Context: an optimization exercise on an open-source flow, tuned for small area. The choices shown serve that exercise and are no tape-out recipe. Function was checked by simulation only, so behaviour that the tests miss may differ from the original. Power is estimated from default activity; no workload was simulated.

<file path="config.mk">
export PLATFORM = sky130hd
export DESIGN_NAME = BASYS3
export DESIGN_NICKNAME = BASYS3
export VERILOG_FILES = /design/flow/design.v
export SDC_FILE = /design/flow/constraint.sdc
export NUM_CORES = 4
export LEC_CHECK = 0
export CAP_MARGIN = 20
export CORE_MARGIN = 2
export CORE_UTILIZATION = 40
export SLEW_MARGIN = 20
</file>
<file path="constraint.sdc">
create_clock -name core_clock -period 10.0 [get_ports {CLK}]
set_input_delay 2.0000 -clock core_clock [delete_from_list [all_inputs] [get_ports {CLK}]]
set_output_delay 2.0000 -clock core_clock [all_outputs]
set_load 0.01 [all_outputs]
</file>
<file path="design.v">
module BASYS3(CLK,rst,OCP,IPS,IR,COLOR,SQUARE, RESET, ENCOL,ENPWM, CTRLF, CTRLR, CLICK_LEFT, CLICK_RIGHT,
    RED,GRN,BLU,S0,S1,S2,S3, LED, PWMA,PWMB,PWMSERVO, DIR1,DIR2,DIR3,DIR4, RELAY, ENABLE,seg,
    REG_LEDS);
input CLK, rst, OCP, IPS, IR, COLOR,SQUARE, RESET, ENCOL, ENPWM, CTRLF, CTRLR, CLICK_LEFT, CLICK_RIGHT;
output RED,GRN,BLU,S0,S1,S2,S3, PWMA,PWMB,PWMSERVO, RELAY, DIR1,DIR2,DIR3,DIR4;
output [3:0] ENABLE;
output [6:0] seg;
output wire [6:0] LED;
output wire [8:0] REG_LEDS;
wire OCSIG,IPSSIG,IRSIG, OUTA,OUTB, REDDIG,GRNDIG,BLUDIG,REDTCS,GRNTCS,BLUTCS,REDin,GRNin,BLUin, FOUND,FINISH, kHzTICK;
wire ENABLECOL;
PULLDOWN_INVERTER MASTER_BOARD(OCP, OCSIG, IPS, IPSSIG, IR, IRSIG);    
OCRES RES(CLK, rst, OCSIG, RELAY);                 
PWM_GENERATOR MOTORA(CLK, rst, OUTA,FOUND,FINISH);  
PWM_GENERATOR MOTORB(CLK, rst, OUTB,FOUND,FINISH);  
DIRECTION_CONTROLLER CONTROLLER(CLK, rst, IPSSIG,IRSIG, CTRLF, CTRLR,DIR1,DIR2,DIR3,DIR4, CLICK_LEFT, CLICK_RIGHT);     
assign ENABLECOL = ENCOL;
HZ_COUNTER TCS3200(ENABLECOL,CLK, rst, SQUARE, S0,S1,S2,S3, REDTCS,GRNTCS,BLUTCS);
COLORSEN DIGICOL(ENABLECOL, CLK, rst, COLOR, RED,GRN,BLU, REDDIG,GRNDIG,BLUDIG);
assign REDin = REDTCS & REDDIG;
assign GRNin = GRNTCS & GRNDIG;
assign BLUin = BLUTCS & BLUDIG;
SHIFT_REG FLIP_CHAIN(CLK, rst, REDin,GRNin,BLUin,FOUND,FINISH, REG_LEDS, RESET);  
SERVO CLOCK_TOW(FOUND,CLK, rst, REDin,GRNin,BLUin,PWMSERVO);     
CLK_WIZ100K kCLK(CLK, rst, kHzTICK);
SEVENSEG DISPLAY(CLK, rst, kHzTICK, REDin, GRNin, BLUin, ENABLE, seg, FOUND);    
assign PWMA = ((OUTA & ENPWM) | ((CTRLF | CTRLR) & OUTA)) & ~OCSIG;    
assign PWMB = ((OUTB & ENPWM) | ((CTRLF | CTRLR) & OUTB)) & ~OCSIG;    
assign LED = {FOUND,FINISH,SQUARE,IRSIG,IPSSIG,OCSIG,COLOR};
endmodule
module PULLDOWN_INVERTER(OCIN, OCOUT, IPSIN,IPSOUT, IRIN,IROUT);
    input OCIN, IPSIN, IRIN;
    output OCOUT, IPSOUT,IROUT;
    assign OCOUT = ~OCIN;
    assign IPSOUT= ~IPSIN;
    assign IROUT = IRIN;
endmodule
module OCRES(CLK, rst, OCsig, RES);
input OCsig, CLK, rst;
output reg RES;
reg [15:0] DELAY;
reg [15:0] d;
always @(posedge CLK) begin
    if (rst) begin
        DELAY <= 0;
        RES <= 0;
    end else begin
        d = DELAY;
        if (OCsig) begin
            d = d +1;    
        end
        if (d >= 18311)  begin 
           RES <= 1;  
           d = d +1;  
        end
        else begin
           RES <= 0;  
        end
        DELAY <= d;
    end
end
endmodule
module PWM_GENERATOR(CLK, rst, PWM, FOUND, FINISH);
    input CLK, rst, FOUND, FINISH;
    output reg PWM;
    reg [11:0] COUNTER;
    reg [11:0] c;
    localparam WIDTH = 2000;
    always @(posedge CLK) begin
        if (rst)
            COUNTER <= 0;
        else begin
            c = COUNTER +1;
            if (c >= 4000)
                c = 0;
            COUNTER <= c;
        end
    end
    always @(posedge CLK) begin
        if (rst)
            PWM <= 0;
        else if (FOUND || FINISH)
            PWM <= 0;
        else if (COUNTER <= WIDTH)
            PWM <= 1;
        else
            PWM <= 0;
    end
endmodule
module COLORSEN(EN, CLK, rst, EXT,RED,GRN,BLU,R_out,G_out,B_out);
    input CLK, rst, EXT, EN;
    output reg RED,GRN,BLU, R_out,G_out,B_out;
    reg [2:0] COLOROUT;  
    reg [11:0] DELAY;    
    reg [11:0] d;
    always @(posedge CLK) begin
        if (rst) begin
            COLOROUT <= 0;
            DELAY <= 0;
        end
        else if (EN) begin
            d = DELAY +1;
            if (d >= 1831) begin
                COLOROUT <= COLOROUT +1;
                d = 0;
            end
            DELAY <= d;
        end
        else begin
            COLOROUT <= 0;
            DELAY <= 0;
        end
    end
    always @(posedge CLK) begin
        if (rst) begin
            {RED, GRN, BLU} <= 3'B000;
            {R_out, G_out, B_out} <= 3'B000;
        end
        else case (COLOROUT)
            3'B000: begin
            {RED, GRN, BLU} <= 3'B000;
            {R_out, G_out, B_out} <= 3'B000;
            end
            3'B001: begin
            {RED, GRN, BLU} <= 3'B100;
            if (EXT)
               R_out <= 1;
            end
            3'B011: begin
            {RED, GRN, BLU} <= 3'B010;
            if (EXT)
               G_out <= 1;
            end
            3'B101: begin
            {RED, GRN, BLU} <= 3'B001;
            if (EXT)
               B_out <= 1;
            end
            3'B111: begin
            {RED, GRN, BLU} <= 3'B000;
            end
            default:{RED, GRN, BLU} <= 3'B000;
        endcase
    end
endmodule
module CLK_WIZ100K(CLKin, rst, TICK);
    input CLKin, rst;
    output reg TICK;
    reg CLKOUT;
    reg [4:0] oscillator;
    reg [4:0] o;
    always @(posedge CLKin) begin
        if (rst) begin
            oscillator <= 0;
            CLKOUT <= 0;
            TICK <= 0;
        end else begin
            o = oscillator +1;
            TICK <= 0;
            if (o >= 16) begin
                CLKOUT <= ~CLKOUT;
                TICK <= ~CLKOUT;
                o = 0;
            end
            oscillator <= o;
        end
    end
endmodule
module SEVENSEG(CLK, rst, TICK, RED, GRN, BLU, ENABLE, seg, FOUND);
    input CLK, rst, TICK, FOUND;
    input RED, BLU, GRN;
    output reg[3:0] ENABLE;
    output reg [6:0] seg;
 reg [7:0] dig_delay;
 reg [7:0] dd;
 localparam dash = 7'b0111111;
 localparam H=  7'b0001001;
 localparam R = 7'b1001110;
 localparam E = 7'b0000110;
 localparam D = 7'b0100001;
 localparam B = 7'b0000011;
 localparam L = 7'b1000111;
 localparam U = 7'b1000001;
 localparam G = 7'b0010000;
 localparam N = 7'b1001000;
 localparam first = 4'B1110;
 localparam second =4'B1101;
 localparam third = 4'B1011;
 localparam fourth =4'B0111;
 always @(posedge CLK) begin
    if (rst)
        dig_delay <= 0;
    else if (TICK) begin
        dd = dig_delay +1;
        if (dd >=196)
            dd =0;
        dig_delay <= dd;
    end
 end
 always @(posedge CLK) begin
    if (rst) begin
        ENABLE <= 4'B1111;    
        seg <= dash;
    end
    else if (TICK) begin
        case({FOUND, RED, GRN, BLU})
            4'b0100: begin
             if (dig_delay <=49) begin
                 ENABLE <= fourth;
                 seg <= R;
             end
             else if (dig_delay <=98) begin
                 ENABLE <= third;
                 seg <= E;
             end
             else if (dig_delay <=147) begin
                 ENABLE <= second;
                 seg <= D;
             end
             else begin
                 ENABLE <= first;
                 seg <= dash;
             end
            end
            4'b0010:  begin
             if (dig_delay <=49) begin
                 ENABLE <= fourth;
                 seg <= G;
             end
             else if (dig_delay <= 98) begin
                 ENABLE <= third;
                 seg <= R;
             end
             else if (dig_delay <= 147) begin
                 ENABLE <= second;
                 seg <= N;
             end
             else begin
                 ENABLE <= first;
                 seg <= dash;
             end
            end
            4'b0001:   begin
             if (dig_delay <=49) begin
                 ENABLE <= fourth;
                 seg <= B;
             end
             else if (dig_delay <= 98) begin
                 ENABLE <= third;
                 seg <= L;
             end
             else if (dig_delay <= 147) begin
                 ENABLE <= second;
                 seg <= U;
             end
             else begin
                 ENABLE <= first;
                 seg <= E;
             end
            end
            4'b1100, 4'b1010, 4'b1001:   begin
             if (dig_delay <=49) begin
                 ENABLE <= fourth;
                 seg <= H;
             end
             else if (dig_delay <= 98) begin
                 ENABLE <= third;
                 seg <= E;
             end
             else if (dig_delay <= 147) begin
                 ENABLE <= second;
                 seg <= R;
             end
             else begin
                 ENABLE <= first;
                 seg <= E;
             end
            end
            default: begin
             ENABLE <= 4'B0000;   
             seg <= dash;     
            end
        endcase
    end
 end
endmodule
module SERVO(EN, CLK, rst, RED,GRN,BLU, PWMSERVO);
    input EN, CLK, rst, RED,GRN,BLU;
    output reg PWMSERVO;
    reg [14:0] COUNT;
    reg [14:0] c;
    reg [12:0] WIDTH;
    always @(*) begin
        case ({EN, RED, GRN, BLU})
            4'B1100: WIDTH = 3906; 
            4'B1010: WIDTH = 1484; 
            4'B1001: WIDTH = 703;  
            default: WIDTH = 0; 
        endcase
    end
    always @(posedge CLK) begin
        if (rst) begin
            COUNT <= 0;
            PWMSERVO <= 0;
        end else begin
            c = COUNT +1;
            if (c < {2'b00, WIDTH}) begin
                PWMSERVO <= 1;
            end
            else begin
                PWMSERVO <= 0;
                if (c >= 31250)
                    c = 0;   
            end
            COUNT <= c;
        end
    end
endmodule
module SHIFT_REG(CLK, rst, RED,GRN,BLU,FOUND,FINISH, FF_OUT, RESET);
    input CLK, rst, RED, GRN, BLU, RESET;  
    output reg FOUND, FINISH;  
    output reg [8:0] FF_OUT;  
    reg [2:0] FF2;
    reg [2:0] FF3;
    reg [2:0] FF4;   
    reg [2:0] FILL;  
    reg [15:0] WAIT;
    reg [15:0] w;
    reg [2:0] f1, f2, f3, f4, fl;
    reg fo, fi;
    always @(posedge CLK) begin
        if (rst)
            WAIT <= 0;
        else begin
            if (FOUND)
                w = WAIT +1;
            else
                w = 0;
            if (w >= 61035)
                w = 0;
            WAIT <= w;
        end
    end
    always @(posedge CLK) begin
        if (rst) begin
            FF2 <= 0; FF3 <= 0; FF4 <= 0; FILL <= 0;
            FOUND <= 0; FINISH <= 0; FF_OUT <= 0;
        end else begin
        f2 = FF2; f3 = FF3; f4 = FF4; fl = FILL; fo = FOUND; fi = FINISH;
        case({RED, GRN, BLU})
            3'b100: f1 = 3'b100;
            3'b010: f1 = 3'b010;
            3'b001: f1 = 3'b001;
            default:f1 = 3'b000;
        endcase
        if (RESET) begin
            f4 = 0;
            f3 = 0;
            f2 = 0;
            f1 = 0;
            fl = 0;
            fi = 0;
            fo = 0;
            end
        if (fl<3 && f1 != f2 && f1 != f3 && f1 !=f4) begin
            fl = fl +1;
            f4 = f3;
            f3 = f2;
            f2 = f1;
        end
        else if (fl>=3) begin
            if(f1 == f4 && f1 !=0) begin
                fo=1;
                fl = fl+1;
                f4 = f3;
                f3 = f2;
                f2 = 0;
            end
            if (WAIT >= 54932)
                fo = 0;
            if (fl >=6) begin
                fl = 6;    
                fi = 1;  
            end
        end
        FF2 <= f2; FF3 <= f3; FF4 <= f4; FILL <= fl; FOUND <= fo; FINISH <= fi;
        FF_OUT <= {f2, f3, f4};
        end
    end
endmodule
module DIRECTION_CONTROLLER(CLK, rst, IPS,IR, btnu, btnd, DIR1,DIR2,DIR3,DIR4, LEFTBUMP, RIGHTBUMP);
    input CLK, rst, IPS, IR, btnu,btnd, LEFTBUMP, RIGHTBUMP;
    output reg DIR1, DIR2, DIR3, DIR4;
    reg STARTA, STARTB;
    reg [15:0] DELAY;
    reg sa, sb;
    reg [15:0] d;
    always @(posedge CLK) begin
        if (rst) begin
            DELAY <= 0;
            STARTA <= 0;
            STARTB <= 0;
        end else begin
            sa = STARTA; sb = STARTB; d = DELAY;
            if (IPS | ~LEFTBUMP)
                sa = 1;
            if (IR | ~RIGHTBUMP)
                sb = 1;
            if (sa || sb)
                d = d+1;
            if (d >= 61035) begin
                d =0;
                sa = 0;
                sb = 0;
            end
            STARTA <= sa; STARTB <= sb; DELAY <= d;
        end
    end
    always @(posedge CLK) begin
        if (rst)
            {DIR1,DIR2,DIR3,DIR4} <= 4'B1001;     
        else case ({STARTA, STARTB, btnu, btnd})
            4'B1000: begin
                if (DELAY<=24414)
                {DIR1,DIR2,DIR3,DIR4} <= 4'B0110;         
                else if (DELAY <= 51880)
                {DIR1,DIR2,DIR3,DIR4} <= 4'B1010;         
                else
                {DIR1,DIR2,DIR3,DIR4} <= 4'B1001;         
            end
            4'B1100: begin
                if (DELAY<=24414)
                {DIR1,DIR2,DIR3,DIR4} <= 4'B0110;         
                else if (DELAY <= 51880)
                {DIR1,DIR2,DIR3,DIR4} <= 4'B0101;         
                else
                {DIR1,DIR2,DIR3,DIR4} <= 4'B1001;         
            end
            4'B1001: {DIR1,DIR2,DIR3,DIR4} <= 4'B0110;     
            4'B0010: {DIR1,DIR2,DIR3,DIR4} <= 4'B1001;     
            4'B0001: {DIR1,DIR2,DIR3,DIR4} <= 4'B0110;     
            4'B0100: begin
                if (DELAY<=18311)
                {DIR1,DIR2,DIR3,DIR4} <= 4'B0110;         
                else if (DELAY <= 54932)
                {DIR1,DIR2,DIR3,DIR4} <= 4'B0101;         
                else
                {DIR1,DIR2,DIR3,DIR4} <= 4'B1001;         
            end
            default: {DIR1,DIR2,DIR3,DIR4} <= 4'B1001;     
        endcase
    end
endmodule
module HZ_COUNTER(EN, CLK, rst, TOGGLE, S0,S1,S2,S3, RED,GRN,BLU);
    input CLK, rst, TOGGLE, EN;
    output reg S0,S1,S2,S3;  
    output reg RED, GRN, BLU;   
    reg old_sig;         
    reg [11:0] DELAY;    
    reg [11:0] d;
    reg [2:0] COLOROUT;  
    reg [15:0] red;      
    reg [15:0] grn;      
    reg [15:0] blu;      
    always @(posedge CLK) begin
        if (rst) begin
            DELAY <= 0;
            old_sig <= 0;
            COLOROUT <= 0;
        end
        else if (EN) begin
            d = DELAY +1;
            if (d >=1831) begin
                COLOROUT <= COLOROUT +1;
                d = 0;
            end
            DELAY <= d;
            old_sig <= TOGGLE;
        end
        else begin
            DELAY <= 0;
            old_sig <= 0;
            COLOROUT <= 0;
        end
    end
    always @(posedge CLK) begin
        if (rst) begin
            red <= 0;
            grn <= 0;
            blu <= 0;
            {S0, S1} <= 2'B00;    
            {S2, S3} <= 2'B00;    
            {RED, GRN, BLU} <= 3'B000;
        end
        else case (COLOROUT)
            3'B000: begin
                red <= 0;
                grn <= 0;
                blu <= 0;
                {S0, S1} <= 2'B00;  
                {RED, GRN, BLU} <= 3'B000;
            end
            3'B001: begin
                {S2, S3} <= 2'B00;    
                {S0, S1} <= 2'B10;    
                if (TOGGLE != old_sig)
                    red <= red +1;
            end
            3'B011: begin
                {S2, S3} <= 2'B11;    
                {S0, S1} <= 2'B10;    
                if (TOGGLE != old_sig)
                    grn <= grn +1;
            end
            3'B101: begin
                {S2, S3} <= 2'B01;    
                {S0, S1} <= 2'B10;    
                if (TOGGLE != old_sig)
                    blu <= blu +1;
            end
            3'B111: begin
                if(red > grn && red > blu && red >1000 && grn<800) begin
                    {RED, GRN, BLU} <= 3'B100;
                end
                else if(blu > grn && blu > 650) begin
                    {RED, GRN, BLU} <= 3'B001;
                end
                else if(grn> 500 && grn>blu && red <1000) begin
                    {RED, GRN, BLU} <= 3'B010;
                end
                else
                    {RED, GRN, BLU} <= 3'B000;
            end
            default: {S0, S1} <= 2'B00;   
            endcase
    end
endmodule
</file>
<file path="run.sh">
#!/bin/bash
# synth_recipe.tcl (not shown) runs the flow's synth.tcl, then flattens the netlist and writes it again
# the make line also repeats each setting of config.mk as NAME=value (left out here)
make -C /OpenROAD-flow-scripts/flow DESIGN_CONFIG=/design/flow/config.mk WORK_HOME=/design/flow/orfs CLKGATE_MAP_FILE= SYNTH_SCRIPT=/design/flow/synth_recipe.tcl finish
</file>
==> impl_metrics.py <==
metrics = {
    "critical_path": {
        "cp.arrival_ns": 3.62,
        "path_cells": "clkdlybuf4s50_1 > o311a_1 > clkdlybuf4s50_1",
        "cpMostUsedCell": "clkdlybuf4s50_1",
        "cp_num_cells": 3,
        "crit_slowest_cell": "clkdlybuf4s50_1",
        "critPathMaxStageDelay_ns": 0.75,
        "worst_ep_required_time_ns": 8.00,
        "critPathKind": "primary input to output pin",
        "crit_family": "buffers and inverters",
        "cp_max_fo": 14,
        "reg2reg_depth": 9,
        "critPathCaptureType": "output pin",
        "start_kind": "primary input",
        "worst-path-buf-inv": 2,
    },
    "sta": {
        "hold_viol": 0,
        "clock_skew_ns": 0.0146,
        "grt_setup_unrepaired": "false",
        "setup_viol": 0,
        "fin_crit_ns": 5.62,
        "fin_tns_setup_ns": 0,
        "tightest_slew_ns": 1.01,
        "fmax_ghz": 0.178,
        "final_max_slew_viol_count": 0,
        "max-slew-margin-rel": 0.320,
        "fin_crit_sh": 0.562,
    },
    "cts": {
        "clkTransAtPathRegs_ns": 0.06,
        "cts_tree": "yes",
        "clockRootBuffer": "clkbuf_16",
        "ctsHoldBuffers": 0,
        "cts.sinks": 228,
        "clk_latency_ns": 0.54,
        "cts_buffers": 28,
        "h-tree-depth": 1,
        "cts_buffer_depth": 3,
        "ctsResizeCount": 0,
        "post_cts_buffers": 0,
    },
    "hold_path": {
        "hold_class": "flip-flop to flip-flop",
        "whs_path_depth": 1,
    },
    "die": {
        "start_util": 0.405,
        "die_area_mm2": 0.0365,
        "row_count": 68,
        "io_pins": 56,
        "dieHeight_um": 191,
        "fp.dieW_um": 191,
        "core_mm2": 0.0345,
    },
    "global_routing": {
        "antenna_found_initial": 0,
        "overflow": 0,
        "grt_use_total": 0.183,
        "grt_pass1_wl_um": 56200,
        "first_global_vias": 11400,
        "grt_max_degree": 69,
    },
    "placement": {
        "port_buffers": 54,
        "place_hpwl_um": 24400,
        "place_congestion": 0.847,
    },
    "cells_and_area": {
        "areaGrowthSynthToFinish_pct": 12.6,
        "nets": 1870,
        "fill_cells": 3451,
        "drive_gt1_frac": 0.0494,
    },
    "routing": {
        "postRouteAntennaNets": 0,
        "wl_per_cell_um": 15.0,
        "detail_route.vias_per_cell": 5.47,
        "initialDrtViolationCount": 720,
        "vias": 12200,
        "drc": 0,
        "wl_um": 33600,
        "first_pass_iters": 6,
    },
    "power_and_ir_drop": {
        "peakVddDrop_mv": 0.174,
        "finalPower_w": 0.00211,
        "p_per_area_mw_per_mm2": 134,
        "p_leak_nw": 5.73,
    },
    "logic_synthesis": {
        "synth_seq_area_share": 0.326,
        "ys_warn_count": 9,
        "async_flop_share": 0,
        "synth-main-ff-cell": "dfxtp_1",
        "syn-cell-area_mm2": 0.0140,
        "synthCells": 1754,
        "syn_area_per_cell_um2": 7.98,
        "synth_edf_count": 0,
        "ys_types": 93,
        "synth.ff_latch_count": 228,
    },
    "outcome": {
        "status": "complete, no violations",
    },
    "run": {
        "drv_cap": 0,
    },
}
[layout make-up]
cell class                 instances  area (um^2)  share of cell area
multi-input combinational       1350         8710               0.553
sequential                       228         4560               0.290
clock buffer                      39          823              0.0522
timing repair buffer              59          576              0.0365
tap                              455          569              0.0361
inverter                          94          353              0.0224
clock inverter                    11          163              0.0103
antenna                            1         2.50            0.000159
[registers in the layout, summed over array words and instances (netlist names), 4 cells and up]
name               cells
CLOCK_TOW.COUNT       15
TCS3200.blu           16
DIGICOL.DELAY         12
DISPLAY.dig_delay      8
MOTORB.COUNTER        12
TCS3200.DELAY         12
TCS3200.red           16
DISPLAY.seg            7
FLIP_CHAIN.WAIT       16
TCS3200.grn           16
DISPLAY.ENABLE         4
CONTROLLER.DELAY      16
RES.DELAY             16
kCLK.oscillator        5
MOTORA.COUNTER        12
[placed cells by master (no fill, tap or decap), types with 19 or more instances in the layout]
cell	synthesis	final
a21o_1	22	22
xor2_1	48	48
and3_1	30	30
clkdlybuf4s50_1	0	53
nor2b_1	19	19
nand3_1	104	104
nand2_1	142	142
dfxtp_1	228	228
nor2_1	217	217
nand4_1	36	36
ha_1	95	95
o21ai_0	76	76
or3_1	22	22
nor3_1	46	46
clkbuf_16	0	29
a21oi_1	94	94
o211ai_1	19	19
inv_1	94	94
xnor2_1	81	81
[metrics by stage]
stage	instance area (um^2)	worst slack (ns)	utilization	hold WS [ns]	std cells
2_1_floorplan	14000	5.59	-	0.418	1757
3_3_place_gp	14800	4.36	0.427	0.430	2185
3_5_place_dp	14800	4.36	0.427	0.437	2185
4_1_cts	15800	4.35	0.456	0.445	2235
5_1_grt	15800	4.28	0.456	0.482	2236
6_report	15800	4.38	0.456	0.444	2237
[synth_stat cells (8+ instances only)]
cell	number	area [um^2]
o31ai_1	12	90.1
nor3_1	46	230
nor2_1	217	815
mux2i_1	15	150
nand3_1	104	521
a21o_1	22	165
clkbuf_1	53	199
nor3b_1	13	97.6
a211oi_1	15	113
inv_1	94	353
o21a_1	17	128
o21ai_0	76	380
or4_1	9	67.6
buf_2	16	80.1
or3_1	22	138
and2_1	18	113
xor2_1	48	420
a31oi_1	18	113
a21oi_1	94	470
nand3b_1	8	60.1
nor2b_1	19	119
buf_4	9	67.6
nand2_1	142	533
xnor2_1	81	709
nand2b_1	15	93.8
o211ai_1	19	143
ha_1	95	1190
nor4_1	10	62.6
and3_1	30	188
nand4_1	36	225
dfxtp_1	228	4560
[kinds of logic (layout without fill, tap and decap cells)]
logic type               count (synthesis)  in the layout  synth area share
AO/OA/AOI/OAI                          369            369             0.178
XOR/XNOR                               130            130            0.0819
adder cells (fa/ha/maj)                 97             97            0.0863
buffers and inverters                  179            203            0.0526
flip-flops                             228            228             0.326
multiplexers                            22             22            0.0164
other                                    1              5          0.000268
AND/OR/NAND/NOR                        728            728             0.259
[where the power goes]
group / switching (W) / internal, W / leakage, nW
Sequential: 0.0000154 / 0.000922 / 1.85
Combinational: 0.0000576 / 0.0000412 / 3.40
Clock: 0.000398 / 0.000673 / 0.478
Total: 0.000471 / 0.00164 / 5.73
[routing by layer]
layer / vias to the layer above / share of wire / GRT usage
li1: 6258 / - / -
met1: 5693 / 0.48 / 0.249
met2: 234 / 0.45 / 0.301
met3: 50 / 0.047 / 0.0259
met4: 0 / 0.025 / 0.0482
met5: - / 0 / 0
[path summary, 6_finish.rpt]
path                start      endpoint  slack (ns)
min           kCLK.CLKOUT     kCLK.TICK        0.44
max reg2reg  RES.DELAY[0]  RES.DELAY[4]        6.86
max                   OCP          PWMB        4.38
min reg2reg   kCLK.CLKOUT     kCLK.TICK        0.44

[port drivers added, routing unchanged]
In the flow no input, the clock included, has a driving cell. The finished layout below was timed again as built, in two steps. Step 1 sets driving cells, clkbuf_16 on the clock port and buf_2 on the other inputs (assumed; they add their load-dependent delay and slew). Step 2 moves the port delays by t, midway between the first and last clock arrival at a register: inputs arrive t later, outputs are due t later. That takes back most of the time a late clock gives input paths. a / b / c = ideal ports / drivers / drivers and shift; a / b = the first two.
t (ns): 0.583
setup WS [ns]: 4.379 / 4.354 / 4.354
worst setup path at the end: input to output
clock arrival spread, ns: 0.018 / 0.018
worst slew at a driven data input, ns: 0.07
After both steps setup and hold are still met in this run. For this run, drivers alone change the setup slack by -0.025 ns; drivers and shift together by -0.025 ns.
